What follows belongs to an exercise in optimizing a design on an open flow for small area, a short achievable clock period and few clock cycles per item; a production flow would make more cautious choices. Function was checked by simulation only, so behaviour that the tests miss may differ from the original.

File: flow/design.v
module ip #(
    parameter logic EN = 1
) (
    input [63:0] data_in,
    output [63:0] data_out
);
generate
    if (EN)
        assign data_out = {
            data_in[64-58], data_in[64-50], data_in[64-42], data_in[64-34],
            data_in[64-26], data_in[64-18], data_in[64-10], data_in[64-2],
            data_in[64-60], data_in[64-52], data_in[64-44], data_in[64-36],
            data_in[64-28], data_in[64-20], data_in[64-12], data_in[64-4],
            data_in[64-62], data_in[64-54], data_in[64-46], data_in[64-38],
            data_in[64-30], data_in[64-22], data_in[64-14], data_in[64-6],
            data_in[64-64], data_in[64-56], data_in[64-48], data_in[64-40],
            data_in[64-32], data_in[64-24], data_in[64-16], data_in[64-8],
            data_in[64-57], data_in[64-49], data_in[64-41], data_in[64-33],
            data_in[64-25], data_in[64-17], data_in[64-9], data_in[64-1],
            data_in[64-59], data_in[64-51], data_in[64-43], data_in[64-35],
            data_in[64-27], data_in[64-19], data_in[64-11], data_in[64-3],
            data_in[64-61], data_in[64-53], data_in[64-45], data_in[64-37],
            data_in[64-29], data_in[64-21], data_in[64-13], data_in[64-5],
            data_in[64-63], data_in[64-55], data_in[64-47], data_in[64-39],
            data_in[64-31], data_in[64-23], data_in[64-15], data_in[64-7]
        };
    else
        assign data_out = {
            data_in[64-40], data_in[64-8], data_in[64-48], data_in[64-16],
            data_in[64-56], data_in[64-24], data_in[64-64], data_in[64-32],
            data_in[64-39], data_in[64-7], data_in[64-47], data_in[64-15],
            data_in[64-55], data_in[64-23], data_in[64-63], data_in[64-31],
            data_in[64-38], data_in[64-6], data_in[64-46], data_in[64-14],
            data_in[64-54], data_in[64-22], data_in[64-62], data_in[64-30],
            data_in[64-37], data_in[64-5], data_in[64-45], data_in[64-13],
            data_in[64-53], data_in[64-21], data_in[64-61], data_in[64-29],
            data_in[64-36], data_in[64-4], data_in[64-44], data_in[64-12],
            data_in[64-52], data_in[64-20], data_in[64-60], data_in[64-28],
            data_in[64-35], data_in[64-3], data_in[64-43], data_in[64-11],
            data_in[64-51], data_in[64-19], data_in[64-59], data_in[64-27],
            data_in[64-34], data_in[64-2], data_in[64-42], data_in[64-10],
            data_in[64-50], data_in[64-18], data_in[64-58], data_in[64-26],
            data_in[64-33], data_in[64-1], data_in[64-41], data_in[64-9],
            data_in[64-49], data_in[64-17], data_in[64-57], data_in[64-25]
        };
endgenerate
endmodule
module key_schedule (
    input [63:0] data_in,
    output [767:0] data_out
);
wire [55:0] data_mid[17];
assign data_mid[0] = {
    data_in[64-57], data_in[64-49], data_in[64-41], data_in[64-33],
    data_in[64-25], data_in[64-17], data_in[64-9], data_in[64-1],
    data_in[64-58], data_in[64-50], data_in[64-42], data_in[64-34],
    data_in[64-26], data_in[64-18], data_in[64-10], data_in[64-2],
    data_in[64-59], data_in[64-51], data_in[64-43], data_in[64-35],
    data_in[64-27], data_in[64-19], data_in[64-11], data_in[64-3],
    data_in[64-60], data_in[64-52], data_in[64-44], data_in[64-36],
    data_in[64-63], data_in[64-55], data_in[64-47], data_in[64-39],
    data_in[64-31], data_in[64-23], data_in[64-15], data_in[64-7],
    data_in[64-62], data_in[64-54], data_in[64-46], data_in[64-38],
    data_in[64-30], data_in[64-22], data_in[64-14], data_in[64-6],
    data_in[64-61], data_in[64-53], data_in[64-45], data_in[64-37],
    data_in[64-29], data_in[64-21], data_in[64-13], data_in[64-5],
    data_in[64-28], data_in[64-20], data_in[64-12], data_in[64-4]
};
genvar index;
generate
    for (index = 0; index < 16; index = index + 1) begin: gen_key
        localparam int N = index == 0 || index == 1 || index == 8 || index == 15 ? 0 : 1;
        localparam int IN = index + 1;
        assign data_mid[IN] = {
            data_mid[index][55-N-1:28],
            data_mid[index][55:55-N],
            data_mid[index][27-N-1:0],
            data_mid[index][27:27-N]
        };
        assign data_out[index*48+:48] = {
            data_mid[IN][56-14], data_mid[IN][56-17], data_mid[IN][56-11],
            data_mid[IN][56-24], data_mid[IN][56-1], data_mid[IN][56-5],
            data_mid[IN][56-3], data_mid[IN][56-28], data_mid[IN][56-15],
            data_mid[IN][56-6], data_mid[IN][56-21], data_mid[IN][56-10],
            data_mid[IN][56-23], data_mid[IN][56-19], data_mid[IN][56-12],
            data_mid[IN][56-4], data_mid[IN][56-26], data_mid[IN][56-8],
            data_mid[IN][56-16], data_mid[IN][56-7], data_mid[IN][56-27],
            data_mid[IN][56-20], data_mid[IN][56-13], data_mid[IN][56-2],
            data_mid[IN][56-41], data_mid[IN][56-52], data_mid[IN][56-31],
            data_mid[IN][56-37], data_mid[IN][56-47], data_mid[IN][56-55],
            data_mid[IN][56-30], data_mid[IN][56-40], data_mid[IN][56-51],
            data_mid[IN][56-45], data_mid[IN][56-33], data_mid[IN][56-48],
            data_mid[IN][56-44], data_mid[IN][56-49], data_mid[IN][56-39],
            data_mid[IN][56-56], data_mid[IN][56-34], data_mid[IN][56-53],
            data_mid[IN][56-46], data_mid[IN][56-42], data_mid[IN][56-50],
            data_mid[IN][56-36], data_mid[IN][56-29], data_mid[IN][56-32]
        };
    end
endgenerate
endmodule
module sbox (
    input [47:0] data_in,
    output [31:0] data_out
);
wire [2047:0] DATA = {
    4'd14, 4'd4, 4'd13, 4'd1, 4'd2, 4'd15, 4'd11, 4'd8,
    4'd3, 4'd10, 4'd6, 4'd12, 4'd5, 4'd9, 4'd0, 4'd7,
    4'd0, 4'd15, 4'd7, 4'd4, 4'd14, 4'd2, 4'd13, 4'd1,
    4'd10, 4'd6, 4'd12, 4'd11, 4'd9, 4'd5, 4'd3, 4'd8,
    4'd4, 4'd1, 4'd14, 4'd8, 4'd13, 4'd6, 4'd2, 4'd11,
    4'd15, 4'd12, 4'd9, 4'd7, 4'd3, 4'd10, 4'd5, 4'd0,
    4'd15, 4'd12, 4'd8, 4'd2, 4'd4, 4'd9, 4'd1, 4'd7,
    4'd5, 4'd11, 4'd3, 4'd14, 4'd10, 4'd0, 4'd6, 4'd13,
    4'd15, 4'd1, 4'd8, 4'd14, 4'd6, 4'd11, 4'd3, 4'd4,
    4'd9, 4'd7, 4'd2, 4'd13, 4'd12, 4'd0, 4'd5, 4'd10,
    4'd3, 4'd13, 4'd4, 4'd7, 4'd15, 4'd2, 4'd8, 4'd14,
    4'd12, 4'd0, 4'd1, 4'd10, 4'd6, 4'd9, 4'd11, 4'd5,
    4'd0, 4'd14, 4'd7, 4'd11, 4'd10, 4'd4, 4'd13, 4'd1,
    4'd5, 4'd8, 4'd12, 4'd6, 4'd9, 4'd3, 4'd2, 4'd15,
    4'd13, 4'd8, 4'd10, 4'd1, 4'd3, 4'd15, 4'd4, 4'd2,
    4'd11, 4'd6, 4'd7, 4'd12, 4'd0, 4'd5, 4'd14, 4'd9,
    4'd10, 4'd0, 4'd9, 4'd14, 4'd6, 4'd3, 4'd15, 4'd5,
    4'd1, 4'd13, 4'd12, 4'd7, 4'd11, 4'd4, 4'd2, 4'd8,
    4'd13, 4'd7, 4'd0, 4'd9, 4'd3, 4'd4, 4'd6, 4'd10,
    4'd2, 4'd8, 4'd5, 4'd14, 4'd12, 4'd11, 4'd15, 4'd1,
    4'd13, 4'd6, 4'd4, 4'd9, 4'd8, 4'd15, 4'd3, 4'd0,
    4'd11, 4'd1, 4'd2, 4'd12, 4'd5, 4'd10, 4'd14, 4'd7,
    4'd1, 4'd10, 4'd13, 4'd0, 4'd6, 4'd9, 4'd8, 4'd7,
    4'd4, 4'd15, 4'd14, 4'd3, 4'd11, 4'd5, 4'd2, 4'd12,
    4'd7, 4'd13, 4'd14, 4'd3, 4'd0, 4'd6, 4'd9, 4'd10,
    4'd1, 4'd2, 4'd8, 4'd5, 4'd11, 4'd12, 4'd4, 4'd15,
    4'd13, 4'd8, 4'd11, 4'd5, 4'd6, 4'd15, 4'd0, 4'd3,
    4'd4, 4'd7, 4'd2, 4'd12, 4'd1, 4'd10, 4'd14, 4'd9,
    4'd10, 4'd6, 4'd9, 4'd0, 4'd12, 4'd11, 4'd7, 4'd13,
    4'd15, 4'd1, 4'd3, 4'd14, 4'd5, 4'd2, 4'd8, 4'd4,
    4'd3, 4'd15, 4'd0, 4'd6, 4'd10, 4'd1, 4'd13, 4'd8,
    4'd9, 4'd4, 4'd5, 4'd11, 4'd12, 4'd7, 4'd2, 4'd14,
    4'd2, 4'd12, 4'd4, 4'd1, 4'd7, 4'd10, 4'd11, 4'd6,
    4'd8, 4'd5, 4'd3, 4'd15, 4'd13, 4'd0, 4'd14, 4'd9,
    4'd14, 4'd11, 4'd2, 4'd12, 4'd4, 4'd7, 4'd13, 4'd1,
    4'd5, 4'd0, 4'd15, 4'd10, 4'd3, 4'd9, 4'd8, 4'd6,
    4'd4, 4'd2, 4'd1, 4'd11, 4'd10, 4'd13, 4'd7, 4'd8,
    4'd15, 4'd9, 4'd12, 4'd5, 4'd6, 4'd3, 4'd0, 4'd14,
    4'd11, 4'd8, 4'd12, 4'd7, 4'd1, 4'd14, 4'd2, 4'd13,
    4'd6, 4'd15, 4'd0, 4'd9, 4'd10, 4'd4, 4'd5, 4'd3,
    4'd12, 4'd1, 4'd10, 4'd15, 4'd9, 4'd2, 4'd6, 4'd8,
    4'd0, 4'd13, 4'd3, 4'd4, 4'd14, 4'd7, 4'd5, 4'd11,
    4'd10, 4'd15, 4'd4, 4'd2, 4'd7, 4'd12, 4'd9, 4'd5,
    4'd6, 4'd1, 4'd13, 4'd14, 4'd0, 4'd11, 4'd3, 4'd8,
    4'd9, 4'd14, 4'd15, 4'd5, 4'd2, 4'd8, 4'd12, 4'd3,
    4'd7, 4'd0, 4'd4, 4'd10, 4'd1, 4'd13, 4'd11, 4'd6,
    4'd4, 4'd3, 4'd2, 4'd12, 4'd9, 4'd5, 4'd15, 4'd10,
    4'd11, 4'd14, 4'd1, 4'd7, 4'd6, 4'd0, 4'd8, 4'd13,
    4'd4, 4'd11, 4'd2, 4'd14, 4'd15, 4'd0, 4'd8, 4'd13,
    4'd3, 4'd12, 4'd9, 4'd7, 4'd5, 4'd10, 4'd6, 4'd1,
    4'd13, 4'd0, 4'd11, 4'd7, 4'd4, 4'd9, 4'd1, 4'd10,
    4'd14, 4'd3, 4'd5, 4'd12, 4'd2, 4'd15, 4'd8, 4'd6,
    4'd1, 4'd4, 4'd11, 4'd13, 4'd12, 4'd3, 4'd7, 4'd14,
    4'd10, 4'd15, 4'd6, 4'd8, 4'd0, 4'd5, 4'd9, 4'd2,
    4'd6, 4'd11, 4'd13, 4'd8, 4'd1, 4'd4, 4'd10, 4'd7,
    4'd9, 4'd5, 4'd0, 4'd15, 4'd14, 4'd2, 4'd3, 4'd12,
    4'd13, 4'd2, 4'd8, 4'd4, 4'd6, 4'd15, 4'd11, 4'd1,
    4'd10, 4'd9, 4'd3, 4'd14, 4'd5, 4'd0, 4'd12, 4'd7,
    4'd1, 4'd15, 4'd13, 4'd8, 4'd10, 4'd3, 4'd7, 4'd4,
    4'd12, 4'd5, 4'd6, 4'd11, 4'd0, 4'd14, 4'd9, 4'd2,
    4'd7, 4'd11, 4'd4, 4'd1, 4'd9, 4'd12, 4'd14, 4'd2,
    4'd0, 4'd6, 4'd10, 4'd13, 4'd15, 4'd3, 4'd5, 4'd8,
    4'd2, 4'd1, 4'd14, 4'd7, 4'd4, 4'd10, 4'd8, 4'd13,
    4'd15, 4'd12, 4'd9, 4'd0, 4'd3, 4'd5, 4'd6, 4'd11
};
genvar index;
generate
for (index = 0; index < 8; index = index + 1) begin: gen_sbox
    localparam int START = index * 256;
    wire [7:0] index_now = {
        ~data_in[index * 6 + 5],
        ~data_in[index * 6 + 0],
        ~data_in[index * 6 + 4],
        ~data_in[index * 6 + 3],
        ~data_in[index * 6 + 2],
        ~data_in[index * 6 + 1],
        2'b00
    };
    assign data_out[index*4+:4] = DATA[START+index_now+:4];
end
endgenerate
endmodule
module feistel (
    input [63:0] data_in,
    input [47:0] key,
    output [63:0] data_out
);
wire [31:0] data_right;
wire [31:0] data_sbox;
wire [47:0] data_expansion;
assign data_right = data_in[31:0];
assign data_out[63:32] = data_in[31:0];
assign data_expansion = {
    data_right[32-32], data_right[32-1], data_right[32-2],
    data_right[32-3], data_right[32-4], data_right[32-5],
    data_right[32-4], data_right[32-5], data_right[32-6],
    data_right[32-7], data_right[32-8], data_right[32-9],
    data_right[32-8], data_right[32-9], data_right[32-10],
    data_right[32-11], data_right[32-12], data_right[32-13],
    data_right[32-12], data_right[32-13], data_right[32-14],
    data_right[32-15], data_right[32-16], data_right[32-17],
    data_right[32-16], data_right[32-17], data_right[32-18],
    data_right[32-19], data_right[32-20], data_right[32-21],
    data_right[32-20], data_right[32-21], data_right[32-22],
    data_right[32-23], data_right[32-24], data_right[32-25],
    data_right[32-24], data_right[32-25], data_right[32-26],
    data_right[32-27], data_right[32-28], data_right[32-29],
    data_right[32-28], data_right[32-29], data_right[32-30],
    data_right[32-31], data_right[32-32], data_right[32-1]
} ^ key;
sbox sbox_inst (
    .data_in(data_expansion),
    .data_out(data_sbox)
);
assign data_out[31:0] = {
    data_sbox[32-16], data_sbox[32-7], data_sbox[32-20], data_sbox[32-21],
    data_sbox[32-29], data_sbox[32-12], data_sbox[32-28], data_sbox[32-17],
    data_sbox[32-1], data_sbox[32-15], data_sbox[32-23], data_sbox[32-26],
    data_sbox[32-5], data_sbox[32-18], data_sbox[32-31], data_sbox[32-10],
    data_sbox[32-2], data_sbox[32-8], data_sbox[32-24], data_sbox[32-14],
    data_sbox[32-32], data_sbox[32-27], data_sbox[32-3], data_sbox[32-9],
    data_sbox[32-19], data_sbox[32-13], data_sbox[32-30], data_sbox[32-6],
    data_sbox[32-22], data_sbox[32-11], data_sbox[32-4], data_sbox[32-25]
} ^ data_in[63:32];
endmodule
module des_en (
    input [63:0] data_in,
    input [63:0] key,
    output [63:0] data_out
);
wire [767:0] keys_all;
wire [1087:0] data_mid;
ip #(
    .EN(1'b1)
) ip_inst1 (
    .data_in(data_in),
    .data_out(data_mid[63:0])
);
key_schedule keys_inst (
    .data_in(key),
    .data_out(keys_all)
);
genvar index;
generate
    for (index = 0; index < 16; index = index + 1) begin: gen_feistel
        feistel feistel_inst (
            .data_in(data_mid[index*64+:64]),
            .key(keys_all[index*48+:48]),
            .data_out(data_mid[index*64+64+:64])
        );
    end
endgenerate
ip #(
    .EN(1'b0)
) ip_inst2 (
    .data_in({data_mid[1055:1024], data_mid[1087:1056]}),
    .data_out(data_out)
);
endmodule
module des_enc (
    input         clk,
    input         rst,
    input         in_valid,
    output        in_ready,
    input  [63:0] in_block,
    input  [63:0] in_key,
    output        out_valid,
    output [63:0] out_block
);
reg        valid_q;
reg        out_valid_q;
reg [63:0] block_q;
reg [63:0] key_q;
reg [63:0] out_q;
wire [63:0] cipher;
des_en des_inst (
    .data_in(block_q),
    .key(key_q),
    .data_out(cipher)
);
always @(posedge clk) begin
    if (rst) begin
        valid_q <= 1'b0;
        out_valid_q <= 1'b0;
    end else begin
        valid_q <= in_valid;
        out_valid_q <= valid_q;
    end
    block_q <= in_block;
    key_q <= in_key;
    out_q <= cipher;
end
assign in_ready = 1'b1;
assign out_valid = out_valid_q;
assign out_block = out_q;
endmodule
File: flow/run.sh
#!/bin/bash
# synth_recipe.tcl (not shown) runs the flow's synth.tcl, then flattens the netlist and writes it again
# the make line also repeats each setting of config.mk as NAME=value (left out here)
make -C /OpenROAD-flow-scripts/flow DESIGN_CONFIG=/design/flow/config.mk WORK_HOME=/design/flow/orfs CLKGATE_MAP_FILE= SYNTH_SCRIPT=/design/flow/synth_recipe.tcl finish
File: flow/config.mk
export PLATFORM = sky130hd
export DESIGN_NAME = des_enc
export DESIGN_NICKNAME = des_enc
export VERILOG_FILES = /design/flow/design.v
export SDC_FILE = /design/flow/constraint.sdc
export NUM_CORES = 8
export LEC_CHECK = 0
export CAP_MARGIN = 20
export CORE_MARGIN = 2
export CORE_UTILIZATION = 40
export SLEW_MARGIN = 20
File: flow/constraint.sdc
create_clock -name core_clock -period 50.0 [get_ports {clk}]
set_input_delay 10.0000 -clock core_clock [delete_from_list [all_inputs] [get_ports {clk}]]
set_output_delay 10.0000 -clock core_clock [all_outputs]
set_load 0.01 [all_outputs]
==> results.py <==
metrics = {
    "status": {
        "outcome": "finished clean",
    },
    "die": {
        "core_area_um2": 288000,
        "pin_count": 197,
        "start_util_pct": 40.2,
        "rows": 197,
        "die_w_um": 541,
        "dieHeight_um": 541,
        "dieArea_um2": 293000,
    },
    "detailed_routing": {
        "drtAntennaViolNets": 0,
        "num_vias": 124000,
        "vias_per_cell": 6.66,
        "wl_per_cell_um": 27.7,
        "first_pass_iters": 8,
        "drt_iter0_drc": 17700,
        "wl_um": 516000,
        "drc_errors": 0,
    },
    "setup_path": {
        "worst_ep_required_time_ns": 50.41,
        "criticalPathCategory": "reg -> reg",
        "critical_path.top_delay_family": "compound AO/OA/AOI/OAI gates",
        "end_kind": "flop",
        "reg2reg_depth": 113,
        "rrSetupSlack_ns": 9.78,
        "r2r-start": "key_q[10]",
        "critPathMaxFanout": 15,
        "timing.rr.end": "out_q[44]",
        "worst-path-buf-inv": 18,
        "cp.arrival_ns": 40.64,
        "slowest_stage": "xnor2_1",
        "start_kind": "flop",
        "crit_start": "key_q[10]",
        "cpPeakStageDelay_ns": 0.90,
    },
    "cts": {
        "holdBufCountCts": 0,
        "cts_tree": "built",
        "path_clk_slew_ns": 0.08,
        "clock_latency_ns": 0.58,
        "cts_resized": 0,
        "post_cts_buffers": 0,
        "cts_buffers": 25,
        "ctsHtreeMaxLevel": 4,
        "cts_root_buffer": "clkbuf_16",
        "numClockSinks": 186,
        "cts_buffer_depth": 3,
    },
    "worst_hold_path": {
        "min_path_cells": 1,
        "whs_endpoint": "out_valid_q",
        "hold_path.class": "reg -> reg",
        "min_from": "valid_q",
    },
    "global_routing": {
        "grt_max_degree": 36,
        "grt_overflow": 0,
        "grt_pass1_vias": 107000,
        "antenna_found_initial": 15,
        "grt_use_total_pct": 33.2,
        "grt_pass1_wl_um": 740000,
    },
    "layout": {
        "final_cell_mix": "xnor2_1, nor2_1, ha_1",
        "area_growth_pct": 5.57,
        "final_common_cell": "xnor2_1",
        "layout-drive-gt1-share_pct": 10.6,
        "fillers": 29300,
        "utilization_pct": 42.4,
        "nNetsFinal": 15900,
    },
    "timing": {
        "final.setup.worst_slack_ns": 9.78,
        "fin_hold_ws_ns": 0.469,
        "setup_viol": 0,
        "rsz0062_at_grt": "false",
        "fin_crit_sh_pct": 80.4,
        "maxSlewViolCount": 0,
        "min_period_ns": 40.22,
        "finalSetupTns_ns": 0,
        "worst_pin_slew_ns": 1.34,
        "slew_headroom_pct": 10.1,
        "fin_worst_skew_ns": 0.0431,
        "fmax_mhz": 24.9,
        "hold_violations": 0,
    },
    "yosys": {
        "synth-seq-cells": 186,
        "syn_nets": 16100,
        "synth_top_cell_by_area": "xnor2_1",
        "synth_seq_area_share_pct": 3.22,
        "yosysUniqueCellTypes": 168,
        "syn_area_per_cell_um2": 7.66,
        "syn_area_um2": 116000,
        "yosysWarnings": 2,
        "syn_inst": 15100,
        "synth_area_leaders": "xnor2_1, ha_1, mux2i_1",
        "synth-edff-count": 0,
        "async_flop_share_pct": 0,
        "ys.flop_type": "dfxtp_1",
        "synth.top_cell.area_share_pct": 11.4,
    },
    "run": {
        "cap_violations": 0,
    },
    "placement": {
        "place_congestion": 1.07,
        "dp_slack_ns": 11.06,
        "dpl.hpwl_um": 401000,
        "io_buffers": 187,
    },
}
[sequential cells by signal, indices dropped and copies added (netlist names)]
signal and count:
block_q 64, key_q 56, out_q 64, out_valid_q 1, valid_q 1
[cell families after synthesis]
family / share of synthesized area (%)
AND/OR/NAND/NOR: 18.7
AO/OA/AOI/OAI: 30.0
other: 0.00325
flip-flops: 3.22
XOR/XNOR: 21.1
buffers and inverters: 6.57
adder cells (fa/ha/maj): 10.2
multiplexers: 10.1
[per-stage QoR]
step                      area [um^2]  cells
final                          122000  18600
after global routing           122000  18600
after CTS                      122000  18600
after detailed placement       121000  18600
after global placement         121000  18600
after floorplan                116000  15100
[cell type report]
type,count,area [um^2],share of cell area [%]
Antenna cell,11,27.5,0.0226
Clock buffer,29,661,0.542
Clock inverter,4,51.3,0.0421
Inverter,832,3120,2.56
Multi-Input combinational cell,13200,105000,85.8
Sequential cell,186,3790,3.11
Tap cell,3781,4730,3.88
Timing Repair Buffer,594,4940,4.05
[routing by layer]
| layer | vias to the layer above | GRT usage, % | wire length, um |
|---|---|---|---|
| li1 | 56300 | - | - |
| met1 | 59000 | 43.3 | 203000 |
| met2 | 7186 | 47.1 | 207000 |
| met3 | 1387 | 8.57 | 60600 |
| met4 | 14 | 23.6 | 44800 |
| met5 | - | 0 | 106 |
[worst max path at each step]
stage	to	slack, ns	cells past startpoint
4_1_cts	out_q[44]	10.96	112
3_5_place_dp	out_q[44]	11.06	112
6_report	out_q[44]	9.78	113
2_1_floorplan	out_q[44]	19.94	128
3_3_place_gp	out_q[44]	11.15	112
5_1_grt	out_q[44]	8.32	113
[worst reg2reg max path, delay by kind of cell (launching register included)]
kind                       cells  cell delay, ns
AOI/OAI and AO/OA             42           12.61
muxes                          5            2.77
and+or+nand+nor               19            5.51
xor gates and xnor gates      15            8.95
adders and majority gates     14            5.27
buffers and inverters         18            4.40
DFF                            1            0.53
[cell usage after synthesis (182+ instances only)]
cell / n
inv_1: 723
xnor2_1: 1499
and3_1: 193
o211ai_1: 362
o21ai_0: 654
nor3_1: 595
nand3_1: 640
mux2i_1: 602
dfxtp_1: 186
xnor3_1: 183
clkbuf_1: 337
nor2_1: 961
nand2_1: 939
xor2_1: 365
ha_1: 940
a21oi_1: 829
a211oi_1: 303
a31oi_1: 182
buf_2: 356
Testbench counts, summed over its fixed seeds: cycles 2,064, items 2,048.

[what the ideal ports hide]
How much do the figures lean on ideal ports? The routed layout below was timed once more, with nothing changed but the port constraints. Step 1 (the two cells are an assumption about what drives the block):
set clk [get_ports {clk}]
set_driving_cell -lib_cell sky130_fd_sc_hd__clkbuf_16 $clk
set_driving_cell -lib_cell sky130_fd_sc_hd__buf_2 [delete_from_list [all_inputs] $clk]
Step 2 times the ports against the registers' clock, not the clock port: input delays grow and output delays shrink by t, the midpoint of the rising clock arrivals with the driver on. Three values: no drivers, after step 1, after step 2; two values: the first two.
t (ns): 0.641
setup WS [ns]: 9.777 / 9.777 / 9.777
worst setup path after step 2: register to register
clock arrival spread, ns: 0.043 / 0.044
worst data-port slew with drivers (ns): 0.06
After both steps setup and hold are still met in this run. The setup slack of this run moves by 0.000 ns with the drivers and by 0.000 ns with both steps.
